Background: an optimization exercise with open tools, aiming at a short achievable clock period and few clock cycles. Do not read the settings as production practice.
In this exercise RTL edits were held to simulation tests only and were not proved equivalent to the original.
Power is estimated from default activity; no workload was simulated.

## run C
==> flow/design.v <==
package definesPkg;
endpackage
module cpu
(
   input clk,
   input reset,
   output [15:0] o_pc_addr,
   output o_pc_rd,
   input [15:0] i_pc_rddata,
   output [15:0] o_ldst_addr,
   output o_ldst_rd,
   output o_ldst_wr,
   input [15:0] i_ldst_rddata,
   output [15:0] o_ldst_wrdata,
   output [127:0] o_tb_regs
);
   logic [15:0] pc;             
   logic        d_valid;
   logic        d_btb;          
   logic        d_replay;       
   logic [15:0] d_hold;
   logic        d_hwr7;         
   logic        d_hreadB;       
   logic [15:0] pc_out;         
   logic [15:0] d_fa;           
   logic [15:0] d_pc;           
   logic [3:0]  d_hip, d_him;   
   logic        e_valid;
   logic [15:0] e_A, e_B;
   logic        e_sadd, e_ssub, e_sb, e_smrg;
   logic        e_wr;           
   logic [2:0]  e_rd;
   logic        e_flags;
   logic        e_ld, e_st;
   logic        e_br;
   logic        e_calw, e_calz, e_caln;
   logic        e_pred;
   logic [15:0] e_pcf;          
   logic [11:0] e_tlo;          
   logic        e_tsg;          
   logic [3:0]  e_th0, e_thp, e_thm;  
   logic        e_useA;
   logic        w_wr;           
   logic        w_isld;         
   logic [2:0]  w_rd;
   logic [15:0] w_sum, w_diff, w_simp;   
   logic        w_sadd, w_ssub;
   logic        fN, fZ;
   logic [15:0] regs [0:7];
   function automatic [15:0] ks_add(input [15:0] a, input [15:0] b, input cin);
      logic [15:0] g, p, x;
      logic [15:0] gn, pn;
      g = a & b;
      p = a | b;
      x = a ^ b;
      g[0] = g[0] | (p[0] & cin);
      for (int d = 1; d < 16; d = d * 2) begin
         gn = g;
         pn = p;
         for (int i = d; i < 16; i++) begin
            gn[i] = g[i] | (p[i] & g[i-d]);
            pn[i] = p[i] & p[i-d];
         end
         g = gn;
         p = pn;
      end
      ks_add = x ^ {g[14:0], cin};
   endfunction
   wire [15:0] sum  = ks_add(e_A, e_B, 1'b0);
   wire [15:0] diff = ks_add(e_A, ~e_B, 1'b1);
   wire [15:0] e_or = e_A | e_B;
   wire        sum_zero = &(~((e_A ^ e_B) ^ {e_or[14:0], 1'b0}));
   wire e_simple = e_sb | e_smrg;
   wire [15:0] res_simple = e_smrg ? {e_B[15:8], e_A[7:0]} : e_B;
   wire        res_N = e_ssub ? diff[15] : sum[15];
   wire        res_Z = e_ssub ? (e_A == e_B) : sum_zero;
   wire taken = e_calw | (e_calz & fZ) | (e_caln & fN);
   wire mispE = e_valid & e_br & (taken ^ e_pred);
   wire [3:0]  e_thi = e_tsg ? (e_tlo[11] ? e_th0 : e_thm) : (e_tlo[11] ? e_thp : e_th0);
   wire [15:0] e_tgt = {e_thi, e_tlo[10:0], e_pcf[0]};
   wire [15:0] fixpc = e_useA ? e_A : (e_pred ? e_pcf : e_tgt);
   wire [15:0] instr = d_replay ? d_hold : i_pc_rddata;
   wire [4:0]  op = instr[4:0];
   wire [2:0]  rx = instr[7:5];
   wire [2:0]  ry = instr[10:8];
   wire dv = d_valid & ~mispE;
   wire [4:0] op_raw = i_pc_rddata[4:0];
   wire [2:0] rx_r = i_pc_rddata[7:5];
   wire [2:0] ry_r = i_pc_rddata[10:8];
   wire readA_r = ~((op_raw == 5'b00000) | (op_raw == 5'b00100) | (op_raw == 5'b10000) | (op_raw[4:3] == 2'b11));
   wire readB_r = (op_raw[4:3] == 2'b00) & ~(op_raw[2] & op_raw[1]);
   wire wr7_r = ((((op_raw == 5'b00000) | (op_raw == 5'b00001) | (op_raw == 5'b00010) | (op_raw == 5'b00100) |
                   (op_raw == 5'b10000) | (op_raw == 5'b10001) | (op_raw == 5'b10010) | (op_raw == 5'b10110)) &
                  (rx_r == 3'd7)) | (op_raw == 5'b11100) | (op_raw == 5'b01100));
   wire isMV    = op == 5'b00000;
   wire isADD   = op == 5'b00001;
   wire isSUB   = op == 5'b00010;
   wire isCMP   = op == 5'b00011;
   wire isLD    = op == 5'b00100;
   wire isST    = op == 5'b00101;
   wire isMVI   = op == 5'b10000;
   wire isADDI  = op == 5'b10001;
   wire isSUBI  = op == 5'b10010;
   wire isCMPI  = op == 5'b10011;
   wire isMVHI  = op == 5'b10110;
   wire isJR    = op == 5'b01000;
   wire isJZR   = op == 5'b01001;
   wire isJNR   = op == 5'b01010;
   wire isCALLR = op == 5'b01100;
   wire isJ     = op == 5'b11000;
   wire isJZ    = op == 5'b11001;
   wire isJN    = op == 5'b11010;
   wire isCALL  = op == 5'b11100;
   wire readA = isADD | isSUB | isCMP | isST | isADDI | isSUBI | isCMPI | isMVHI |
                isJR | isJZR | isJNR | isCALLR;
   wire regjump = isJR | isJZR | isJNR | isCALLR;
   wire dirjump = isJ | isJZ | isJN | isCALL;
   wire eA = ~d_replay & e_valid & e_wr & (e_rd == rx_r);
   wire eB = ~d_replay & e_valid & e_wr & (e_rd == ry_r);
   wire wA = w_wr & (d_replay ? (w_rd == d_hold[7:5]) : (w_rd == rx_r));
   wire wB = w_wr & (d_replay ? (w_rd == d_hold[10:8]) : (w_rd == ry_r));
   wire [15:0] w_res = w_sadd ? w_sum : (w_ssub ? w_diff : w_simp);
   wire [15:0] w_val = w_isld ? i_ldst_rddata : w_res;
   wire [15:0] rfA_r = regs[i_pc_rddata[7:5]];
   wire [15:0] rfB_r = regs[i_pc_rddata[10:8]];
   wire [15:0] rfA_h = regs[d_hold[7:5]];
   wire [15:0] rfB_h = regs[d_hold[10:8]];
   wire readB_m = d_replay ? d_hreadB : readB_r;
   wire fB = readB_m & eB;
   wire selA_r = ~d_replay & ~wA & ~eA;
   wire selB_r = ~d_replay & readB_r & ~wB & ~eB;
   wire [15:0] imm8s = {{8{instr[15]}}, instr[15:8]};
   wire [15:0] A_alt = eA ? res_simple : (wA ? w_val : rfA_h);
   wire [15:0] B_alt = fB ? res_simple :
                       (readB_m ? (wB ? w_val : rfB_h) :
                       (isMVHI ? {instr[15:8], 8'd0} :
                       ((isCALL | isCALLR) ? d_pc : imm8s)));
   wire [15:0] A_next = selA_r ? rfA_r : A_alt;
   wire [15:0] B_next = selB_r ? rfB_r : B_alt;
   wire [11:0] tlo = {1'b0, d_pc[11:1]} + {1'b0, i_pc_rddata[15:5]};
   wire [3:0]  thi = i_pc_rddata[15] ? (tlo[11] ? d_pc[15:12] : d_him) : (tlo[11] ? d_hip : d_pc[15:12]);
   wire [15:0] tgtD = {thi, tlo[10:0], d_pc[0]};
   wire stall = dv & e_valid & (e_ld | ((e_sadd | e_ssub) & e_wr)) &
                ((readA_r & (e_rd == rx_r)) | (readB_r & (e_rd == ry_r)));
   wire e7 = e_valid & (e_wr | e_ld) & (e_rd == 3'd7);
   wire e7slow = e7 & ~e_simple;
   wire w7 = w_wr & (w_rd == 3'd7);
   wire [15:0] r7_fwd = e7 ? res_simple : (w7 ? w_val : regs[7]);
   wire predT_dir = ~d_replay & ((op_raw == 5'b11000) | (op_raw == 5'b11100) |
                                 (((op_raw == 5'b11001) | (op_raw == 5'b11010)) & i_pc_rddata[15]));
   wire predT_reg = ~d_replay & ((op_raw == 5'b01000) | (op_raw == 5'b01100)) & (rx_r == 3'd7) & ~e7slow;
   wire predT = d_btb | predT_dir | predT_reg;
   wire redirD = dv & ~d_btb & (predT_dir | predT_reg);
   wire [15:0] tgt_reg = r7_fwd;
   localparam NB = 8;
   logic [NB-1:0]  btb_v;
   logic [15:0]    btb_tag [0:NB-1];
   logic [15:0]    btb_tgt [0:NB-1];
   logic [NB-1:0]  btb_r7;         
   logic [2:0]     btb_ptr;        
   logic [NB-1:0]  btb_hitv;
   logic [15:0]    btb_t;
   always_comb begin
      btb_t = '0;
      for (int i = 0; i < NB; i++) begin
         btb_hitv[i] = btb_v[i] & (btb_tag[i] == pc);
         btb_t = btb_t | ({16{btb_hitv[i]}} & btb_tgt[i]);
      end
   end
   logic        lk_seq, lk_dir, lk_r7;
   logic [15:0] lk_t;
   wire hit_dir = lk_seq & lk_dir;
   wire hit_r7 = lk_seq & lk_r7;
   wire dWr7 = dv & (d_replay ? d_hwr7 : wr7_r);
   wire r7_busy = dWr7 | e7 | w7;
   wire btb_pred = hit_dir | (hit_r7 & ~r7_busy);
   wire [15:0] btb_target = hit_r7 ? regs[7] : lk_t;
   wire alloc_r7 = predT_reg;
   wire btb_alloc = redirD & (predT_dir | alloc_r7);
   logic        al_q, al_r7;
   logic [15:0] al_tag;
   wire [15:0] pc_inc = pc + 16'd2;
   wire sel_tgtD = redirD & predT_dir;
   wire sel_reg = redirD & ~predT_dir;
   wire sel_st = ~mispE & stall;
   wire seq = ~mispE & ~stall & ~redirD;
   wire [15:0] pc_next = ({16{mispE}} & fixpc) | ({16{sel_st}} & pc) | ({16{sel_tgtD}} & tgtD) |
                         ({16{sel_reg}} & tgt_reg) | ({16{seq & btb_pred}} & btb_target) |
                         ({16{seq & ~btb_pred}} & pc_inc);
   always_ff @(posedge clk or posedge reset) begin
      if (reset) begin
         pc <= '0;
         d_valid <= 1'b0;
         d_replay <= 1'b0;
         e_valid <= 1'b0;
         w_wr <= 1'b0;
         btb_v <= '0;
         al_q <= 1'b0;
         lk_seq <= 1'b0;
         btb_r7 <= '0;
         btb_ptr <= '0;
         fN <= 1'b0;
         fZ <= 1'b0;
      end else begin
         pc <= pc_next;
         d_valid <= ~(mispE | redirD);
         d_replay <= stall;
         e_valid <= dv & ~stall;
         w_wr <= e_valid & (e_wr | e_ld);
         al_q <= btb_alloc;
         if (!stall) lk_seq <= ~(mispE | redirD | btb_pred);
         if (al_q) begin
            btb_v[btb_ptr] <= 1'b1;
            btb_r7[btb_ptr] <= al_r7;
            btb_ptr <= btb_ptr + 1'b1;
         end
         if (e_valid & e_flags) begin
            fN <= res_N;
            fZ <= res_Z;
         end
      end
   end
   always_ff @(posedge clk) begin
      d_hold <= instr;
      if (!stall) begin
         lk_dir <= |(btb_hitv & ~btb_r7);
         lk_r7 <= |(btb_hitv & btb_r7);
         lk_t <= btb_t;
      end
      d_hwr7 <= wr7_r;
      d_hreadB <= readB_r;
      pc_out <= reset ? 16'd0 : pc_next;
      if (!stall) begin
         d_fa <= pc;
         d_pc <= pc_inc;
         d_hip <= pc_inc[15:12] + 4'd1;
         d_him <= pc_inc[15:12] - 4'd1;
            d_btb <= btb_pred;
      end
      al_r7 <= alloc_r7;
      al_tag <= d_fa - 16'd2;    
      if (al_q) begin
         btb_tag[btb_ptr] <= al_tag;
         btb_tgt[btb_ptr] <= e_tgt;
      end
      e_A <= A_next;
      e_B <= B_next;
      e_sadd <= isADD | isADDI;
      e_ssub <= isSUB | isCMP | isSUBI | isCMPI;
      e_sb <= isMV | isMVI | isCALL | isCALLR;
      e_smrg <= isMVHI;
      e_wr <= isMV | isADD | isSUB | isMVI | isADDI | isSUBI | isMVHI | isCALL | isCALLR;
      e_rd <= (isCALL | isCALLR) ? 3'd7 : rx;
      e_flags <= isADD | isSUB | isCMP | isADDI | isSUBI | isCMPI;
      e_ld <= isLD;
      e_st <= isST;
      e_br <= regjump | dirjump;
      e_calw <= isJR | isCALLR | isJ | isCALL;
      e_calz <= isJZR | isJZ;
      e_caln <= isJNR | isJN;
      e_pred <= predT;
      e_pcf <= d_pc;
      e_tlo <= tlo;
      e_tsg <= i_pc_rddata[15];
      e_th0 <= d_pc[15:12];
      e_thp <= d_hip;
      e_thm <= d_him;
      e_useA <= regjump & ~predT_reg;
      w_rd <= e_rd;
      w_isld <= e_ld;
      w_sum <= sum;
      w_diff <= diff;
      w_simp <= res_simple;
      w_sadd <= e_sadd;
      w_ssub <= e_ssub;
      if (reset) begin
         regs[0] <= 16'hCAFE; regs[1] <= 16'hBADD; regs[2] <= 16'hCAFE; regs[3] <= 16'hBADD;
         regs[4] <= 16'hCAFE; regs[5] <= 16'hBADD; regs[6] <= 16'hCAFE; regs[7] <= 16'hBADD;
      end else begin
         if (w_wr) regs[w_rd] <= w_val;
      end
   end
   assign o_pc_addr = pc_out;
   assign o_pc_rd = 1'b1;
   assign o_ldst_addr = e_B;
   assign o_ldst_wrdata = e_A;
   assign o_ldst_rd = 1'b1;
   assign o_ldst_wr = e_valid & e_st;
   assign o_tb_regs = {regs[7], regs[6], regs[5], regs[4], regs[3], regs[2], regs[1], regs[0]};
endmodule
==> flow/config.mk <==
export PLATFORM = sky130hd
export DESIGN_NAME = cpu
export DESIGN_NICKNAME = cpu
export VERILOG_FILES = /design/flow/design.v
export SDC_FILE = /design/flow/constraint.sdc
export NUM_CORES = 4
export LEC_CHECK = 0
export CAP_MARGIN = 20
export CORE_MARGIN = 2
export CORE_UTILIZATION = 40
export PLACE_DENSITY = 0.6
export SETUP_SLACK_MARGIN = 3.3
export SLEW_MARGIN = 20
export TNS_END_PERCENT = 100
==> flow/constraint.sdc <==
create_clock -name core_clock -period 5.6 [get_ports {clk}]
set_input_delay 1.1200 -clock core_clock [delete_from_list [all_inputs] [get_ports {clk}]]
set_output_delay 1.1200 -clock core_clock [all_outputs]
set_load 0.01 [all_outputs]
run.sh (not shown) runs the stock make flow with config.mk's settings and CLKGATE_MAP_FILE= SYNTH_SCRIPT=/design/flow/synth_recipe.tcl, a recipe that flattens the netlist after the stock synthesis.
Testbench counts of run C, summed over its fixed seeds: cycles 59,323.
Input-level comparison between run E and run C:
diff --git a/flow/design.v b/flow/design.v
--- a/flow/design.v
+++ b/flow/design.v
@@ -150,7 +150,7 @@
                                  (((op_raw == 5'b11001) | (op_raw == 5'b11010)) & i_pc_rddata[15]));
    wire predT_reg = ~d_replay & ((op_raw == 5'b01000) | (op_raw == 5'b01100)) & (rx_r == 3'd7) & ~e7slow;
    wire predT = d_btb | predT_dir | predT_reg;
-   wire redirD = dv & ~d_btb & (predT_dir | predT_reg);
+   wire redirD = dv & ~stall & ~d_btb & (predT_dir | predT_reg);
    wire [15:0] tgt_reg = r7_fwd;
    localparam NB = 8;
    logic [NB-1:0]  btb_v;
@@ -181,12 +181,8 @@
    logic [15:0] al_tag;
    wire [15:0] pc_inc = pc + 16'd2;
    wire sel_tgtD = redirD & predT_dir;
-   wire sel_reg = redirD & ~predT_dir;
-   wire sel_st = ~mispE & stall;
-   wire seq = ~mispE & ~stall & ~redirD;
-   wire [15:0] pc_next = ({16{mispE}} & fixpc) | ({16{sel_st}} & pc) | ({16{sel_tgtD}} & tgtD) |
-                         ({16{sel_reg}} & tgt_reg) | ({16{seq & btb_pred}} & btb_target) |
-                         ({16{seq & ~btb_pred}} & pc_inc);
+   wire [15:0] pc_other = mispE ? fixpc : (stall ? pc : (redirD ? tgt_reg : (btb_pred ? btb_target : pc_inc)));
+   wire [15:0] pc_next = sel_tgtD ? tgtD : pc_other;
    always_ff @(posedge clk or posedge reset) begin
       if (reset) begin
          pc <= '0;
## What came out
- Against run C, run E comes in 2.8 points higher on synthesis-to-finish area growth.
- Run E against run C: die outline area now sits higher, clock power picked up an extra about 4%.
- Run E -> run C: time the worst path needs with I/O delays and setup flat
- Changes observed in run E relative to run C: width of the chip now sits higher; share of the synthesized netlist area taken by xor and xnor gates now sits at about the same level; maximum clock frequency now sits at about the same level; largest clock skew in the final design now sits higher.
- Relative to run C, the compound-gate portion of the synthesized area of run E is lower by 0.37 points.
Testbench counts of run E, summed over its fixed seeds: cycles 59,323.

re-timing with driven ports:
In the flow no input, the clock included, has a driving cell. The finished layouts below were timed again as built, in two steps. Step 1 assumes that a clkbuf_16 drives the clock port and a buf_2 every other input. Step 2 moves the port delays by t, midway between the first and last clock arrival at a register: inputs arrive t later, outputs are due t later. That takes back most of the time a late clock gives input paths. a / b / c = ideal / step 1 / step 2; a / b = the first two.
run	shift t [ns]	setup WS [ns]	latest minus earliest clock arrival (ns)	slew at the worst register clock pin (ns)	pins driven straight from the clock port
run C	0.715	2.867 / 2.833 / 2.119	0.061 / 0.061	0.07 / 0.07	1
run E	0.711	2.869 / 2.879 / 2.168	0.067 / 0.067	0.07 / 0.07	1
After both steps every run listed still meets setup and hold. For run C, which loses most, drivers alone change the setup slack by -0.034 ns; drivers and shift together by -0.748 ns.
